This design comes from an exercise in tuning for small area on the open sky130 flow, not from production work. At most, simulation tests tie the RTL to the original design; equivalence was not proved. The clock port is modelled as an ideal driver, which makes a skipped or thinned clock tree look cheaper than it is; a real chip needs a root buffer or a tree. Power figures rest on the tool's default switching activity, not on a simulated workload.

==> flow/design.v (excerpt) <==
module TopLevelModule(
    input clk,
    input [2:0] switches,
    input confirm_key1,
    input confirm_key2,
    input reset_key,
    output [1:0] player_led,
    output [1:0] winner_led
);
make LEC_CHECK=0 ABC_AREA=1 ABC_CLOCK_PERIOD_IN_PS=10000 CAP_MARGIN=0 CORE_MARGIN=2 CORE_UTILIZATION=60 SLEW_MARGIN=0 finish   # period 10.0 ns
run.sh (not shown) runs the stock make flow with config.mk's settings and CLKGATE_MAP_FILE= SYNTH_SCRIPT=/design/flow/synth_recipe.tcl, a recipe that flattens the netlist after the stock synthesis.
The starting point finished clean.
Change:
Settings changed: CTS_BUF_LIST set to sky130_fd_sc_hd__clkbuf_8, CTS_CLUSTER_DIAMETER set to 300, CTS_CLUSTER_SIZE set to 64.
Outcome: Design area is unchanged; clock skew barely changes; combinational power hardly moves; critical path depth does not change; maximum frequency goes down by 1.1%; utilization is unchanged; global-route usage stays the same; die area is unchanged; cell count does not change.
No functional check of the RTL was part of any run of this note.

---

TopLevelModule, a different RTL version from the one above (not shown whole).
Size: roughly 54 flip-flops, ~11 I/O pins, ~2900 um^2 of cells after synthesis.
export LEC_CHECK = 0
export ABC_AREA = 1
export ABC_CLOCK_PERIOD_IN_PS = 10000
export CAP_MARGIN = 0
export CORE_MARGIN = 2
export CORE_UTILIZATION = 60
export GPL_TIMING_DRIVEN = 0
export SLEW_MARGIN = 0
create_clock -name core_clock -period 10.0 [get_ports {clk}]
standard.sh (not shown) runs the stock make flow with config.mk's settings and CLKGATE_MAP_FILE= SYNTH_SCRIPT=/design/flow/synth_recipe.tcl, a recipe that flattens the netlist after the stock synthesis.
==> flow/flow/run.sh <==
#!/bin/bash
# Own layout flow: the standard flow (standard.sh) with changes that only
# affect area:
# - synthesis is the standard flow's script, but yosys's abc command is wrapped
#   (flow/abc_pick.tcl) to map with several area-oriented ABC scripts
#   (flow/*.abc) and keep the smallest result, instead of ORFS's
#   abc_area.script;
# - the port buffers are the smallest buffer;
# - after clock tree synthesis, flow/clock.tcl replaces the tree with one level
#   of four clock buffers fed by the clock port.
# Each tool's output is in standard_flow.log and orfs/logs/.
set -euo pipefail
W=$(pwd)
F=$W/flow
mkdir -p "$W/abc_pick"
{
  echo "set ::ABC_PICK_DIR {$W/abc_pick}"
  echo "set ::ABC_PICK_SCRIPTS [list $(ls "$F"/*.abc | sed 's/.*/{&}/' | tr '\n' ' ')]"
  echo "source {$F/abc_pick.tcl}"
  cat "$W/synth_recipe.tcl"
} > "$W/area_synth.tcl"
bash "$W/standard.sh" SYNTH_SCRIPT="$W/area_synth.tcl" \
  BUFFER_PORTS_ARGS="-buffer_cell sky130_fd_sc_hd__buf_1" \
  CTS_ARGS="-sink_clustering_enable -repair_clock_nets -dont_use_dummy_load" \
  POST_CTS_TCL="$F/clock.tcl" \
  finish > "$W/standard_flow.log" 2>&1
==> flow/flow/clock.tcl <==
set nbuf [expr {[info exists ::env(FLAT_CLOCK_BUFFERS)] ? $::env(FLAT_CLOCK_BUFFERS) : 4}]
set bufcell [expr {[info exists ::env(FLAT_CLOCK_CELL)] ? $::env(FLAT_CLOCK_CELL) : "sky130_fd_sc_hd__clkbuf_8"}]
set block [ord::get_db_block]
set db [ord::get_db]
set clk [$block findNet clk]

# the flip-flops' clock pins, and the buffers CTS put between them and the port
set sinks {}
set old_insts {}
set old_nets {}
foreach inst [$block getInsts] {
  set it [$inst findITerm CLK]
  if {$it eq "NULL" || $it eq ""} { continue }
  set n [$it getNet]
  if {$n eq "NULL" || $n eq ""} { continue }
  lappend sinks $it
}
# walk from each sink's net back to the port through buffers
proc walk_back {net} {
  upvar old_insts old_insts old_nets old_nets clk clk
  while {[$net getName] ne [$clk getName]} {
    if {[lsearch -exact $old_nets $net] < 0} { lappend old_nets $net }
    set drv ""
    foreach it [$net getITerms] {
      if {[$it isOutputSignal]} { set drv [$it getInst] }
    }
    if {$drv eq ""} { error "clock net [$net getName] has no driver" }
    if {[lsearch -exact $old_insts $drv] < 0} { lappend old_insts $drv }
    set a [$drv findITerm A]
    set net [$a getNet]
  }
}
foreach it $sinks { walk_back [$it getNet] }
# dummy loads or other cells hanging on the old clock nets go too
foreach n $old_nets {
  foreach it [$n getITerms] {
    set i [$it getInst]
    if {[lsearch -exact $old_insts $i] < 0 && [lsearch -exact $sinks $it] < 0} {
      lappend old_insts $i
    }
  }
}
foreach it $sinks { $it disconnect }
foreach i $old_insts { puts "removing [$i getName] ([[$i getMaster] getName])"; odb::dbInst_destroy $i }
foreach n $old_nets { puts "removing net [$n getName]"; odb::dbNet_destroy $n }
# clk may still feed other pins (none expected)
foreach it [$clk getITerms] { puts "clk still drives [[$it getInst] getName]" }

# split the sinks into nbuf groups by position: sort by x (and by y within halves for 4)
proc sink_xy {it} {
  set b [[$it getInst] getBBox]
  return [list [expr {([$b xMin] + [$b xMax]) / 2}] [expr {([$b yMin] + [$b yMax]) / 2}]]
}
set pts {}
foreach it $sinks { lappend pts [concat [list $it] [sink_xy $it]] }
set pts [lsort -integer -index 1 $pts]
set n [llength $pts]
set groups {}
if {$nbuf == 4} {
  set h [expr {$n / 2}]
  foreach half [list [lrange $pts 0 [expr {$h - 1}]] [lrange $pts $h end]] {
    set half [lsort -integer -index 2 $half]
    set q [expr {[llength $half] / 2}]
    lappend groups [lrange $half 0 [expr {$q - 1}]] [lrange $half $q end]
  }
} else {
  for {set g 0} {$g < $nbuf} {incr g} {
    lappend groups [lrange $pts [expr {$g * $n / $nbuf}] [expr {($g + 1) * $n / $nbuf - 1}]]
  }
}
set master [$db findMaster $bufcell]
set g 0
foreach grp $groups {
  set inst [odb::dbInst_create $block $master "clkbuf_flat_$g"]
  set net [odb::dbNet_create $block "clk_flat_$g"]
  $net setSigType CLOCK
  [$inst findITerm A] connect $clk
  [$inst findITerm X] connect $net
  set sx 0; set sy 0
  foreach p $grp {
    [lindex $p 0] connect $net
    set sx [expr {$sx + [lindex $p 1]}]; set sy [expr {$sy + [lindex $p 2]}]
  }
  set k [llength $grp]
  $inst setLocation [expr {$sx / $k}] [expr {$sy / $k}]
  $inst setPlacementStatus PLACED
  puts "clkbuf_flat_$g drives $k flip-flops"
  incr g
}
global_connect
detailed_placement
check_placement -verbose
estimate_parasitics -placement
report_clock_skew
==> flow/flow/ds1.abc <==
strash
&get -n
&deepsyn -T 60 -S 1
&dch -f
&nf -a -R 1000
&put
==> flow/flow/ds4.abc <==
strash
&get -n
&deepsyn -T 60 -S 4
&dch -f
&nf -a -R 1000
&put
Other scripts of this flow, unchanged in this note and not shown: flow/flow/abc_pick.tcl, flow/flow/dc2.abc, flow/flow/ds2.abc, flow/flow/ds3.abc
The baseline went through all stages and came out clean.
Rerun with:
--- a/flow/flow/run.sh
+++ b/flow/flow/run.sh
@@ -7,5 +7,7 @@
 #   abc_area.script;
-# - the port buffers are the smallest buffer;
-# - after clock tree synthesis, flow/clock.tcl replaces the tree with one level
-#   of four clock buffers fed by the clock port.
+# - no buffer is put between a register and an output port in synthesis, and
+#   the port buffers placement adds are the smallest buffer;
+# - after clock tree synthesis, flow/clock.tcl replaces the tree with a root
+#   inverter fed by the clock port and three leaf inverters that drive the
+#   flip-flops.
 # Each tool's output is in standard_flow.log and orfs/logs/.
@@ -22,2 +24,3 @@
 bash "$W/standard.sh" SYNTH_SCRIPT="$W/area_synth.tcl" \
+  SYNTH_INSBUF=0 \
   BUFFER_PORTS_ARGS="-buffer_cell sky130_fd_sc_hd__buf_1" \
--- a/flow/flow/clock.tcl
+++ b/flow/flow/clock.tcl
@@ -1,3 +1,5 @@
-set nbuf [expr {[info exists ::env(FLAT_CLOCK_BUFFERS)] ? $::env(FLAT_CLOCK_BUFFERS) : 4}]
-set bufcell [expr {[info exists ::env(FLAT_CLOCK_CELL)] ? $::env(FLAT_CLOCK_CELL) : "sky130_fd_sc_hd__clkbuf_8"}]
+set nbuf [expr {[info exists ::env(FLAT_CLOCK_BUFFERS)] ? $::env(FLAT_CLOCK_BUFFERS) : 3}]
+set bufcell [expr {[info exists ::env(FLAT_CLOCK_CELL)] ? $::env(FLAT_CLOCK_CELL) : "sky130_fd_sc_hd__inv_8"}]
+# with a root inverter, the leaf cells are inverters too, so the clock keeps its sense
+set rootcell [expr {[info exists ::env(FLAT_CLOCK_ROOT)] ? $::env(FLAT_CLOCK_ROOT) : "sky130_fd_sc_hd__inv_2"}]
 set block [ord::get_db_block]
@@ -71,3 +73,14 @@
 set master [$db findMaster $bufcell]
+set inpin A
+set outpin [expr {[string match "*inv*" $bufcell] ? "Y" : "X"}]
+set leafsrc $clk
+if {$rootcell ne ""} {
+  set root [odb::dbInst_create $block [$db findMaster $rootcell] "clkinv_flat_root"]
+  set leafsrc [odb::dbNet_create $block "clk_flat_root"]
+  $leafsrc setSigType CLOCK
+  [$root findITerm A] connect $clk
+  [$root findITerm Y] connect $leafsrc
+}
 set g 0
+set allx 0; set ally 0
 foreach grp $groups {
@@ -76,4 +89,4 @@
   $net setSigType CLOCK
-  [$inst findITerm A] connect $clk
-  [$inst findITerm X] connect $net
+  [$inst findITerm $inpin] connect $leafsrc
+  [$inst findITerm $outpin] connect $net
   set sx 0; set sy 0
@@ -85,2 +98,3 @@
   $inst setLocation [expr {$sx / $k}] [expr {$sy / $k}]
+  set allx [expr {$allx + $sx / $k}]; set ally [expr {$ally + $sy / $k}]
   $inst setPlacementStatus PLACED
@@ -88,2 +102,6 @@
   incr g
+}
+if {$rootcell ne ""} {
+  $root setLocation [expr {$allx / $nbuf}] [expr {$ally / $nbuf}]
+  $root setPlacementStatus PLACED
 }
==> flow/flow/ds11.abc (new file) <==
strash
&get -n
&deepsyn -T 60 -S 11
&dch -f
&nf -a -R 1000
&put
==> flow/flow/ds14.abc (new file) <==
strash
&get -n
&deepsyn -T 60 -S 14
&dch -f
&nf -a -R 1000
&put
==> flow/flow/ds7.abc (new file) <==
strash
&get -n
&deepsyn -T 60 -S 7
&dch -f
&nf -a -R 1000
&put
removed: flow/flow/ds1.abc
removed: flow/flow/ds4.abc
First-iteration DRC count increases by 28%.
Clock skew went up by 0.0078 ns.
Fmax drops by 4.0%.
Wire length rose by 6.0%.
Final cell count drops by 0.86%.
Hold slack gains 0.0038 ns.
Power stays flat.
Critical path depth does not change.
Rerun with:
--- a/flow/flow/run.sh
+++ b/flow/flow/run.sh
@@ -7,4 +7,3 @@
 #   abc_area.script;
-# - no buffer is put between a register and an output port in synthesis, and
-#   the port buffers placement adds are the smallest buffer;
+# - the port buffers are the smallest buffer;
 # - after clock tree synthesis, flow/clock.tcl replaces the tree with a root
@@ -24,3 +23,2 @@
 bash "$W/standard.sh" SYNTH_SCRIPT="$W/area_synth.tcl" \
-  SYNTH_INSBUF=0 \
   BUFFER_PORTS_ARGS="-buffer_cell sky130_fd_sc_hd__buf_1" \
==> flow/flow/ds1.abc (new file) <==
strash
&get -n
&deepsyn -T 60 -S 1
&dch -f
&nf -a -R 1000
&put
==> flow/flow/ds4.abc (new file) <==
strash
&get -n
&deepsyn -T 60 -S 4
&dch -f
&nf -a -R 1000
&put
==> flow/flow/ds5.abc (new file) <==
strash
&get -n
&deepsyn -T 60 -S 5
&dch -f
&nf -a -R 1000
&put
==> flow/flow/ds6.abc (new file) <==
strash
&get -n
&deepsyn -T 60 -S 6
&dch -f
&nf -a -R 1000
&put
removed: flow/flow/ds11.abc
removed: flow/flow/ds14.abc
removed: flow/flow/ds7.abc
After rerunning:
- The new run ran to the end with no violations
- sequential cell count does not change
- global-route usage falls by 1.7 points
- die area rises by 1.2%
- power falls by 1.3%
- synthesized area rises by about 1.3%
- first-iteration DRC count falls by 3.9%
- sequential share of layout area falls by 0.63 points
In every run of this note, the design's own scripts or RTL, not TritonCTS, make the clock network.

---

TopLevelModule, a different RTL version from the one above (not shown whole).
Size: ~630 cells after synthesis, ~58 flip-flops, roughly 11 I/O pins, ~3900 µm² of cells after synthesis.
make LEC_CHECK=0 ABC_AREA=1 ABC_CLOCK_PERIOD_IN_PS=10000 CAP_MARGIN=0 CORE_MARGIN=2 CORE_UTILIZATION=60 SLEW_MARGIN=0 finish   # period 10.0 ns
run.sh (not shown) runs the stock make flow with config.mk's settings and CLKGATE_MAP_FILE= SYNTH_SCRIPT=/design/flow/synth_recipe.tcl, a recipe that flattens the netlist after the stock synthesis.
Stock flow here: none of the scripts above is used.
The baseline ran to the end with no violations.
Rerun with:
==> flow/flow/run.sh (new file) <==
#!/bin/bash
# Own layout flow: the standard flow (standard.sh) with three changes that
# only affect area: synthesis maps with an area-oriented ABC script
# (flow/area.abc) instead of ORFS's abc_area.script, the port buffers are the
# smallest buffer, and clock tree synthesis adds no dummy loads.
# Everything else, including the standard flow's synthesis script, is unchanged.
set -euo pipefail
W=$(pwd)
F=$W/flow
CTS=${CTS_OVERRIDE:-"-sink_clustering_enable -repair_clock_nets -dont_use_dummy_load"}
# The standard flow's synthesis script, with yosys's abc command wrapped so it runs area.abc
{
  echo 'proc abc {args} {'
  echo '  set i [lsearch -exact $args -script]'
  echo "  if {\$i >= 0} { lset args [expr {\$i + 1}] {$F/area.abc} }"
  echo '  yosys abc {*}$args'
  echo '}'
  cat "$W/synth_recipe.tcl"
} > "$W/area_synth.tcl"
bash "$W/standard.sh" SYNTH_SCRIPT="$W/area_synth.tcl" \
  BUFFER_PORTS_ARGS="-buffer_cell sky130_fd_sc_hd__buf_1" \
  CTS_ARGS="$CTS" \
  finish > "$W/standard_flow.log" 2>&1
==> flow/flow/area.abc (new file) <==
strash
&get -n
&deepsyn -T 60
&dch -f
&nf -a -R 1000
&put
==> flow/standard.sh (new file) <==
#!/bin/bash
# synth_recipe.tcl (not shown) runs the flow's synth.tcl, then flattens the netlist and writes it again
# the make line also repeats each setting of config.mk as NAME=value (left out here)
make -C /OpenROAD-flow-scripts/flow DESIGN_CONFIG=/design/flow/config.mk WORK_HOME=/design/flow/orfs CLKGATE_MAP_FILE= SYNTH_SCRIPT=/design/flow/synth_recipe.tcl "${@:-finish}"
removed: flow/run.sh
The changed run completed without violations.
Worst hold slack improves by 0.0063 ns.
Non-clock buffer count stays the same.
Combinational power drops by 25%.
Power drops by 10%.
First-iteration DRC count climbs by 29%.

-- afterwards: timing with drivers on the ports --
How much do the figures lean on ideal ports? The routed layouts below were timed once more, with nothing changed but the port constraints.
Step 1 sets driving cells, clkbuf_16 on the clock port and buf_2 on the other inputs (assumed; they add their load-dependent delay and slew).
Step 2 also shifts input and output timing later by t, the mid clock arrival at the registers, as if the neighbouring blocks saw the same clock.
a / b / c = no drivers / after step 1 / after step 2; a / b = the first two.
run	t, ns	setup slack, ns	cell pins on the clock port's net
the first run of note 1	0.374	6.324 / 6.332 / 5.957	1
the second run of note 1	0.372	6.283 / 6.290 / 5.918	1
the first run of note 2	0.206	4.013 / 4.049 / 3.843	4
the second run of note 2	0.285	3.763 / 3.762 / 3.477	1
the third run of note 2	0.278	4.082 / 4.087 / 3.809	1
the first run of note 3	0.362	5.857 / 5.859 / 5.497	1
the second run of note 3	0.362	6.197 / 6.205 / 5.842	1
After both steps setup and hold are still met in every run listed. For the first run of note 1, which loses most, drivers alone change the setup slack by +0.008 ns; drivers and shift together by -0.367 ns.
